This is an optimization exercise on Yosys and OpenROAD, whose aim is a short achievable clock period and few clock cycles, not a production implementation.
In this exercise RTL edits were held to simulation tests only and were not proved equivalent to the original.
Power and IR drop assume default switching activity.

==> job 7278 <==
==> flow/design.v (excerpt) <==
module pipeline #( parameter A_SIZE = 10,
                   parameter D_SIZE = 32)
                (
                input                           input_clk,
                input                           reset,
                input           [15:0]          instruction,
                input           [D_SIZE-1:0]    data_in,
                output          [A_SIZE-1:0]    pc,
                output          [D_SIZE-1:0]    data_out,
                output          [A_SIZE-1:0]    addr,
                output                          mem_wr_en,
                output                          halted
                );
make LEC_CHECK=0 ABC_CLOCK_PERIOD_IN_PS=2500 CAP_MARGIN=20 CORE_MARGIN=2 CORE_UTILIZATION=40 PLACE_DENSITY=0.6 SETUP_SLACK_MARGIN=3.5 SLEW_MARGIN=20 finish   # period 6.5 ns
run.sh (not shown) runs the stock make flow with config.mk's settings and CLKGATE_MAP_FILE= SYNTH_SCRIPT=/design/flow/synth_recipe.tcl, a recipe that flattens the netlist after the stock synthesis.
==> inputs of job 6750, as changes to job 7278 <==
--- a/flow/design.v
+++ b/flow/design.v
@@ -27,15 +27,18 @@
     logic        d_add, d_sub, d_log, d_shr, d_sra;
     logic [3:0]  d_tt;
     logic [7:0]  d_top;          
     logic        e_v;            
     logic [31:0] e_a, e_b;
+    logic [31:0] e_sa, e_ca;     
     logic        e_wen, e_load;
     logic [2:0]  e_dest;
     logic        e_add, e_sub, e_log, e_shr, e_shl, e_sra;
     logic [3:0]  e_tt;           
-    logic [5:0]  e_sh;
+    logic [7:0]  e_shlo;         
+    logic [3:0]  e_shhi;         
+    logic        e_s5;
     logic        e_br, e_jmp, e_rind;  
     logic [2:0]  e_c;
     logic        e_pt;
     logic [9:0]  e_pc1, e_pnpc, e_rtgt;
     logic        w_v, w_wen, w_load;    
@@ -46,10 +49,14 @@
     logic [31:0] dout_q;
     logic        we_q;
     logic [9:0]  sv [0:7];       
     logic [7:0]  sk;             
     logic [7:0]  ss;             
+    logic [9:0]  e_nv;           
+    logic        e_nk, e_ns;
+    logic [7:0]  d_ta_oh, d_tb_oh, d_td_oh;    
+    logic [7:0]  d_rx_oh, d_ry_oh;             
     assign pc        = pc_q;
     assign addr      = addr_q;
     assign data_out  = dout_q;
     assign mem_wr_en = we_q;
     assign halted    = halt_q;
@@ -57,23 +64,45 @@
     ks_add #(32) add_a (.a(e_a), .b(e_b),  .cin(1'b0), .s(sum_a), .cout());
     ks_add #(32) add_s (.a(e_a), .b(~e_b), .cin(1'b1), .s(sum_s), .cout());
     logic [31:0] lg;
     always_comb
         for (int i = 0; i < 32; i++) lg[i] = e_tt[{e_a[i], e_b[i]}];
-    wire        fill  = e_sra & e_a[31];
-    wire [32:0] shr_x = $signed({fill, e_a}) >>> e_sh[4:0];
-    wire [31:0] shr   = e_sh[5] ? {32{fill}} : shr_x[31:0];
-    wire [31:0] shl   = e_sh[5] ? 32'd0 : (e_a << e_sh[4:0]);
+    wire        fill  = e_sra & e_sa[31];
+    wire [63:0] x_r   = {{32{fill}}, e_sa};
+    wire [63:0] x_l   = {e_sa, 32'd0};
+    logic [55:0] r1;
+    logic [31:0] shr, l1, shl;
+    always_comb begin
+        r1 = '0;
+        for (int i = 0; i < 56; i++)
+            for (int k = 0; k < 8; k++)
+                r1[i] = r1[i] | (e_shlo[k] & x_r[i + k]);
+        for (int i = 0; i < 32; i++) begin
+            shr[i] = e_s5 & fill;
+            for (int m = 0; m < 4; m++)
+                shr[i] = shr[i] | (e_shhi[m] & r1[i + 8*m]);
+        end
+        for (int i = 0; i < 32; i++) begin
+            l1[i] = 1'b0;
+            for (int k = 0; k < 8; k++)
+                l1[i] = l1[i] | (e_shlo[k] & x_l[32 + i - k]);
+        end
+        for (int i = 0; i < 32; i++) begin
+            shl[i] = 1'b0;
+            for (int m = 0; m < 4; m++)
+                if (i >= 8*m) shl[i] = shl[i] | (e_shhi[m] & l1[i - 8*m]);
+        end
+    end
     wire [31:0] alu_o = ({32{e_log}} & lg) | ({32{e_shr}} & shr) | ({32{e_shl}} & shl);
     wire [31:0] alu   = e_add ? (e_sub ? sum_s : sum_a) : alu_o;
     logic cond;
     always_comb
         case (e_c[1:0])
-            2'b00: cond =  e_a[31];
-            2'b01: cond = ~e_a[31];
-            2'b10: cond = (e_a == 32'd0);
-            default: cond = (e_a != 32'd0);
+            2'b00: cond =  e_ca[31];
+            2'b01: cond = ~e_ca[31];
+            2'b10: cond = (e_ca == 32'd0);
+            default: cond = (e_ca != 32'd0);
         endcase
     wire       taken   = e_jmp | (~e_c[2] & cond);
     wire       tgt_bad = e_rind & (e_b[9:0] != e_pnpc);
     wire       mispred = e_v & e_br & ((taken ^ e_pt) | (taken & tgt_bad));
     wire [9:0] act_npc = taken ? (e_rind ? e_b[9:0] : e_rtgt) : e_pc1;
@@ -82,88 +111,125 @@
     wire [7:0] imm  = d_ir[7:0];
     wire ld_stall = d_v & e_v & e_load &
                     ((d_use_x & (d_rx == e_dest)) | (d_use_y & (d_ry == e_dest)));
     wire e_fwd = e_v & e_wen & ~e_load;
     wire w_fwd = w_v & w_wen;
-    wire [31:0] xo = d_ldc ? {24'd0, imm} : (w_fwd && w_dest == d_rx) ? w_val : rf[d_rx];
-    wire [31:0] yo = d_ldc ? 32'd0 : (w_fwd && w_dest == d_ry) ? w_val : rf[d_ry];
+    wire xw = w_fwd & (w_dest == d_rx);
+    wire yw = w_fwd & (w_dest == d_ry);
+    logic [31:0] xo, yo;
+    always_comb begin
+        xo = ({32{xw & ~d_ldc}} & w_val) | ({32{d_ldc}} & {24'd0, imm});
+        yo = {32{yw & ~d_ldc}} & w_val;
+        for (int j = 0; j < 8; j++) begin
+            xo = xo | ({32{d_rx_oh[j] & ~xw & ~d_ldc}} & rf[j]);
+            yo = yo | ({32{d_ry_oh[j] & ~yw & ~d_ldc}} & rf[j]);
+        end
+    end
     wire xsel = ~d_ldc & e_fwd & (e_dest == d_rx);
     wire ysel = ~d_ldc & e_fwd & (e_dest == d_ry);
     wire xs_a = xsel & e_add & ~e_sub, xs_s = xsel & e_add & e_sub, xs_o = xsel & ~e_add;
     wire ys_a = ysel & e_add & ~e_sub, ys_s = ysel & e_add & e_sub, ys_o = ysel & ~e_add;
     wire [31:0] xv = ({32{xs_a}} & sum_a) | ({32{xs_s}} & sum_s) | ({32{xs_o}} & alu_o) | ({32{~xsel}} & xo);
     wire [31:0] yv = ({32{ys_a}} & sum_a) | ({32{ys_s}} & sum_s) | ({32{ys_o}} & alu_o) | ({32{~ysel}} & yo);
+    wire [31:0] xv_s = ({32{xs_a & d_shift}} & sum_a) | ({32{xs_s & d_shift}} & sum_s) |
+                       ({32{xs_o & d_shift}} & alu_o) | ({32{~xsel & d_shift}} & xo);
+    wire [31:0] xv_c = ({32{xs_a & d_br}} & sum_a) | ({32{xs_s & d_br}} & sum_s) |
+                       ({32{xs_o & d_br}} & alu_o) | ({32{~xsel & d_br}} & xo);
     wire as_a = d_st ? xs_a : ys_a, as_s = d_st ? xs_s : ys_s, as_o = d_st ? xs_o : ys_o;
     wire as_n = d_st ? ~xsel : ~ysel;
     wire [9:0] ao = d_st ? xo[9:0] : yo[9:0];
     wire [9:0] av = ({10{as_a}} & sum_a[9:0]) | ({10{as_s}} & sum_s[9:0]) | ({10{as_o}} & alu_o[9:0]) | ({10{as_n}} & ao);
     wire d_go   = d_v & ~mispred & ~ld_stall;   
     wire f_hold = ld_stall;                     
+    wire       e_tw = e_v & e_wen;
     wire [2:0] ta = d_ir[5:3], tb = d_ir[2:0], td = d_ir[8:6];
-    wire [9:0] va = sv[ta], vb = sv[tb], vd = sv[td];
+    wire       eb_a = e_tw & (e_dest == ta);
+    wire       eb_b = e_tw & (e_dest == tb);
+    wire       eb_d = e_tw & (e_dest == td);
+    logic [9:0] va, vb, vd;
+    logic       ka, kb, kd, sa, sb, sd;
+    always_comb begin
+        va = eb_a ? e_nv : 10'd0; ka = eb_a & e_nk; sa = eb_a & e_ns;
+        vb = eb_b ? e_nv : 10'd0; kb = eb_b & e_nk; sb = eb_b & e_ns;
+        vd = eb_d ? e_nv : 10'd0; kd = eb_d & e_nk; sd = eb_d & e_ns;
+        for (int j = 0; j < 8; j++) begin
+            if (d_ta_oh[j] && !eb_a) begin va = va | sv[j]; ka = ka | sk[j]; sa = sa | ss[j]; end
+            if (d_tb_oh[j] && !eb_b) begin vb = vb | sv[j]; kb = kb | sk[j]; sb = sb | ss[j]; end
+            if (d_td_oh[j] && !eb_d) begin vd = vd | sv[j]; kd = kd | sk[j]; sd = sd | ss[j]; end
+        end
+    end
     wire [9:0] t_add, t_sub;
     wire       t_add_c, t_sub_c;
     ks_add #(10, 4) add_t (.a(va), .b(vb),  .cin(1'b0), .s(t_add), .cout(t_add_c));
     ks_add #(10, 4) sub_t (.a(va), .b(~vb), .cin(1'b1), .s(t_sub), .cout(t_sub_c));
     wire [41:0] t_shl = {32'd0, vd} << d_ir[4:0];
-    wire        sab   = ss[ta] & ss[tb];
+    wire        sab   = sa & sb;
     wire [9:0]  n_alu = ({10{d_top[0]}} & t_add) | ({10{d_top[1]}} & t_sub) |
                         ({10{d_top[2]}} & (va & vb)) | ({10{d_top[3]}} & (va | vb)) |
                         ({10{d_top[4]}} & (va ^ vb)) | ({10{d_top[5]}} & ~(va & vb)) |
                         ({10{d_top[6]}} & ~(va | vb)) | ({10{d_top[7]}} & ~(va ^ vb));
     wire        s_alu = (d_top[0] & sab & ~t_add_c) | (d_top[1] & sab & t_sub_c) |
-                        (d_top[2] & (ss[ta] | ss[tb])) | ((d_top[3] | d_top[4]) & sab);
+                        (d_top[2] & (sa | sb)) | ((d_top[3] | d_top[4]) & sab);
     logic [9:0] n_v;
     logic       n_k, n_s;
     always_comb begin
         n_v = 10'd0; n_k = 1'b0; n_s = 1'b0;
         if (d_ldc) begin
             n_v = {2'b00, imm}; n_k = 1'b1; n_s = 1'b1;
         end else if (d_alu) begin
             n_v = n_alu;
-            n_k = sk[ta] & sk[tb];
+            n_k = ka & kb;
             n_s = s_alu & n_k;
         end else if (d_shl) begin
             if (d_ir[5]) begin
                 n_v = 10'd0; n_k = 1'b1; n_s = 1'b1;
             end else begin
-                n_v = t_shl[9:0]; n_k = sk[td]; n_s = ss[td] & (t_shl[41:10] == 32'd0);
+                n_v = t_shl[9:0]; n_k = kd; n_s = sd & (t_shl[41:10] == 32'd0);
             end
         end else if (d_shift) begin              
-            n_k = (d_ir[5] & ~d_sra) | ss[td];
+            n_k = (d_ir[5] & ~d_sra) | sd;
             n_s = n_k;
             n_v = d_ir[5] ? 10'd0 : (vd >> d_ir[4:0]);
         end
     end
+    always_ff @(posedge clk) begin
+        e_nv <= n_v;
+        e_nk <= n_k;
+        e_ns <= n_s;
+    end
     always_ff @(posedge clk, negedge reset)
         if (!reset) begin
             for (int i = 0; i < 8; i++) sv[i] <= '0;
             sk <= 8'hff;
             ss <= 8'hff;
-        end else if (d_go && d_wr) begin
-            sv[d_dest] <= n_v;
-            sk[d_dest] <= n_k;
-            ss[d_dest] <= n_s;
+        end else if (e_tw) begin
+            sv[e_dest] <= e_nv;
+            sk[e_dest] <= e_nk;
+            ss[e_dest] <= e_ns;
         end
     wire [9:0] b_v  = d_ldc ? {2'b00, imm} : d_ir[5] ? 10'd0 : t_shl[9:0];
-    wire       b_k  = d_ldc | (d_shl & (d_ir[5] | sk[td]));
-    wire       b_bk = ~d_ldc | ({2'b00, imm} <= pc_q);
+    wire       b_k  = d_ldc | (d_shl & (d_ir[5] | kd));
+    wire       e_nz = (e_nv != 10'd0);
     logic [9:0] fv [0:7];
-    logic [7:0] ftk, fbk, czk, cnz, csk;
+    logic [7:0] ftk, czk, cnz, csk;
     always_comb
         for (int j = 0; j < 8; j++) begin
             if (d_v && d_wr && d_dest == j) begin
                 fv[j]  = b_v;
                 ftk[j] = b_k;
-                fbk[j] = b_bk;
                 czk[j] = d_ldc;
                 cnz[j] = (imm != 8'd0);
                 csk[j] = d_ldc;
+            end else if (e_tw && e_dest == j) begin
+                fv[j]  = e_nv;
+                ftk[j] = e_nk;
+                czk[j] = e_nk & (e_ns | e_nz);
+                cnz[j] = e_nz;
+                csk[j] = e_ns;
             end else begin
                 fv[j]  = sv[j];
                 ftk[j] = sk[j];
-                fbk[j] = (sv[j] <= pc_q);
                 czk[j] = sk[j] & (ss[j] | (sv[j] != 10'd0));
                 cnz[j] = (sv[j] != 10'd0);
                 csk[j] = ss[j];
             end
         end
@@ -211,17 +277,20 @@
     wire [2:0] fc     = fop[2:0];
     wire [2:0] fr     = instruction[8:6];
     wire [2:0] ft     = instruction[2:0];
     wire [9:0] f_pc1  = pc_q + 10'd1;
     wire [9:0] f_rtgt = pc_q + {4'd0, instruction[5:0]};
-    wire       t_k  = ftk[ft], t_bk = fbk[ft];
+    wire       t_k  = ftk[ft];
     wire [9:0] t_v  = fv[ft];
-    wire c_known = fc[1] ? czk[fr] : csk[fr];
-    wire c_val   = fc[1] ? (fc[0] ? cnz[fr] : ~cnz[fr]) : fc[0];
-    wire pt_reg  = (f_jmp & t_k) |
-                   (f_jmpc & f_cc & t_k & (c_known ? c_val : t_bk));
-    wire pt_rel  = f_jmpr | (f_jmprc & f_cc & c_known & c_val);
+    logic [3:0] kt [0:7];
+    always_comb
+        for (int j = 0; j < 8; j++)
+            kt[j] = {czk[j] & cnz[j], czk[j] & ~cnz[j], csk[j], 1'b0};
+    wire [3:0] kt_r = kt[fr];
+    wire cond_t  = f_cc & kt_r[fc[1:0]];
+    wire pt_reg  = t_k & (f_jmp | (f_jmpc & cond_t));
+    wire pt_rel  = f_jmpr | (f_jmprc & cond_t);
     wire [9:0] f_pnpc = pt_rel ? f_rtgt : pt_reg ? t_v : f_pc1;
     wire       f_pt   = pt_rel | pt_reg;
     always_ff @(posedge clk, negedge reset)
         if (!reset) begin
             pc_q   <= '0;
@@ -267,13 +336,20 @@
             d_log   <= f_log;
             d_shr   <= f_shr;
             d_sra   <= f_sra;
             d_tt    <= f_tt;
             d_top   <= f_top;
+            d_ta_oh <= 8'd1 << instruction[5:3];
+            d_rx_oh <= 8'd1 << f_rx;
+            d_ry_oh <= 8'd1 << instruction[2:0];
+            d_tb_oh <= 8'd1 << instruction[2:0];
+            d_td_oh <= 8'd1 << instruction[8:6];
         end
     always_ff @(posedge clk) begin
         e_a    <= xv;
+        e_sa   <= xv_s;
+        e_ca   <= xv_c;
         e_b    <= yv;
         e_wen  <= d_wr;
         e_load <= d_ld;
         e_dest <= d_dest;
         e_add  <= d_add;
@@ -281,11 +357,13 @@
         e_log  <= d_log;
         e_tt   <= d_tt;
         e_shr  <= d_shr;
         e_sra  <= d_sra;
         e_shl  <= d_shl;
-        e_sh   <= d_ir[5:0];
+        e_shlo <= 8'd1 << d_ir[2:0];
+        e_shhi <= d_ir[5] ? 4'd0 : (4'd1 << d_ir[4:3]);
+        e_s5   <= d_ir[5];
         e_br   <= d_br;
         e_jmp  <= d_jmp;
         e_rind <= d_rind;
         e_c    <= d_ir[11:9];
         e_pt   <= d_pt;
@@ -293,11 +371,11 @@
         e_pnpc <= d_pnpc;
         e_rtgt <= d_rtgt;
     end
     always_ff @(posedge clk) begin
         addr_q <= av;
-        dout_q <= yv;
+        if (d_st) dout_q <= yv;          
     end
     always_ff @(posedge clk) begin
         w_wen  <= e_wen;
         w_load <= e_load;
         w_dest <= e_dest;
==> summary.txt <==
Job 6750 produced a clean layout. Job 7278 produced a clean layout.
Against job 7278, the first-iteration DRC count of job 6750 is higher by 34%.
Against job 7278, the global-route usage of job 6750 is higher by 0.094 points.
Against job 7278, the maximum frequency of job 6750 is higher by 7.6%.
Of job 7278 and job 6750, job 6750 has the higher power (gap about 6%, measured against job 6750).
Clock skew: job 6750 is higher than job 7278 (0.031 ns).
Against job 7278, the hold slack of job 6750 is worse by 0.0020 ns.
In critical path depth, job 6750 and job 7278 do not differ.
In job 7278 the clock power is smaller than in job 6750, by about 20%.
Against job 6750, the synthesized area of job 7278 is smaller by about 5%.
==> figures <==
metric	job 7278	job 6750
Proportion of layout cells with a drive suffix above 1	0.287	0.266
Logic power comb	0.00946 W	0.00892 W
Die footprint	112000 sq um	119000 sq um
Gr usage total	0.371	0.372
Detailed-route wire length	216000 um	232000 um
Final cell count without fillers	6787	7155
Data arrival time of the critical path	4.75 ns	4.50 ns
Grt met1 use	0.460	0.473
Total routed wire length on the met1 layer	80700 um	85300 um
Nonclk inv count	180	204
Critical Path End	sv[0][8]	e_ns
Power Density	354 nW/um^2	359 nW/um^2
Synthesized area divided by synthesized cell count	8.80 sq um	8.76 sq um
GR Util met2	0.564	0.546
Leak pwr	23.0 nW	23.6 nW
Status	complete, no violations	complete, no violations
Total cell area at the placement stage	46800 sq um	48900 sq um
GR met3 Demand/Resource	0.0807	0.0942
Data required time at the worst endpoint	7.03 ns	7.08 ns
Pre-CTS setup slack	1.35 ns	1.51 ns
Testbench counts of job 7278, summed over its fixed seeds: cycles 153,521.
Testbench counts of job 6750, summed over its fixed seeds: cycles 153,521.

==> static timing again, ports no longer ideal <==
The results above use ideal ports. As a check the final layouts listed here were re-extracted and re-timed, cells and wires unchanged.
Step 1, drivers: a clkbuf_16 drives input_clk and a buf_2 each remaining input, both assumed.
Step 2 moves the port delays by t, midway between the first and last clock arrival at a register: inputs arrive t later, outputs are due t later. That takes back most of the time a late clock gives input paths.
Slacks: no drivers / after step 1 / after step 2; pairs: no drivers / after step 1.
run	t (ns)	setup WS [ns]	slew at the worst register clock pin (ns)	worst data-port slew with drivers (ns)	cell pins on the clock port's net
job 7278	0.726	2.280 / 2.280 / 1.931	0.07 / 0.07	0.10	1
job 6750	0.776	2.577 / 2.577 / 2.201	0.07 / 0.07	0.16	1
After both steps every run listed still meets setup and hold. The setup slack of job 6750, which loses most, moves by 0.000 ns with the drivers and by -0.376 ns with both steps.
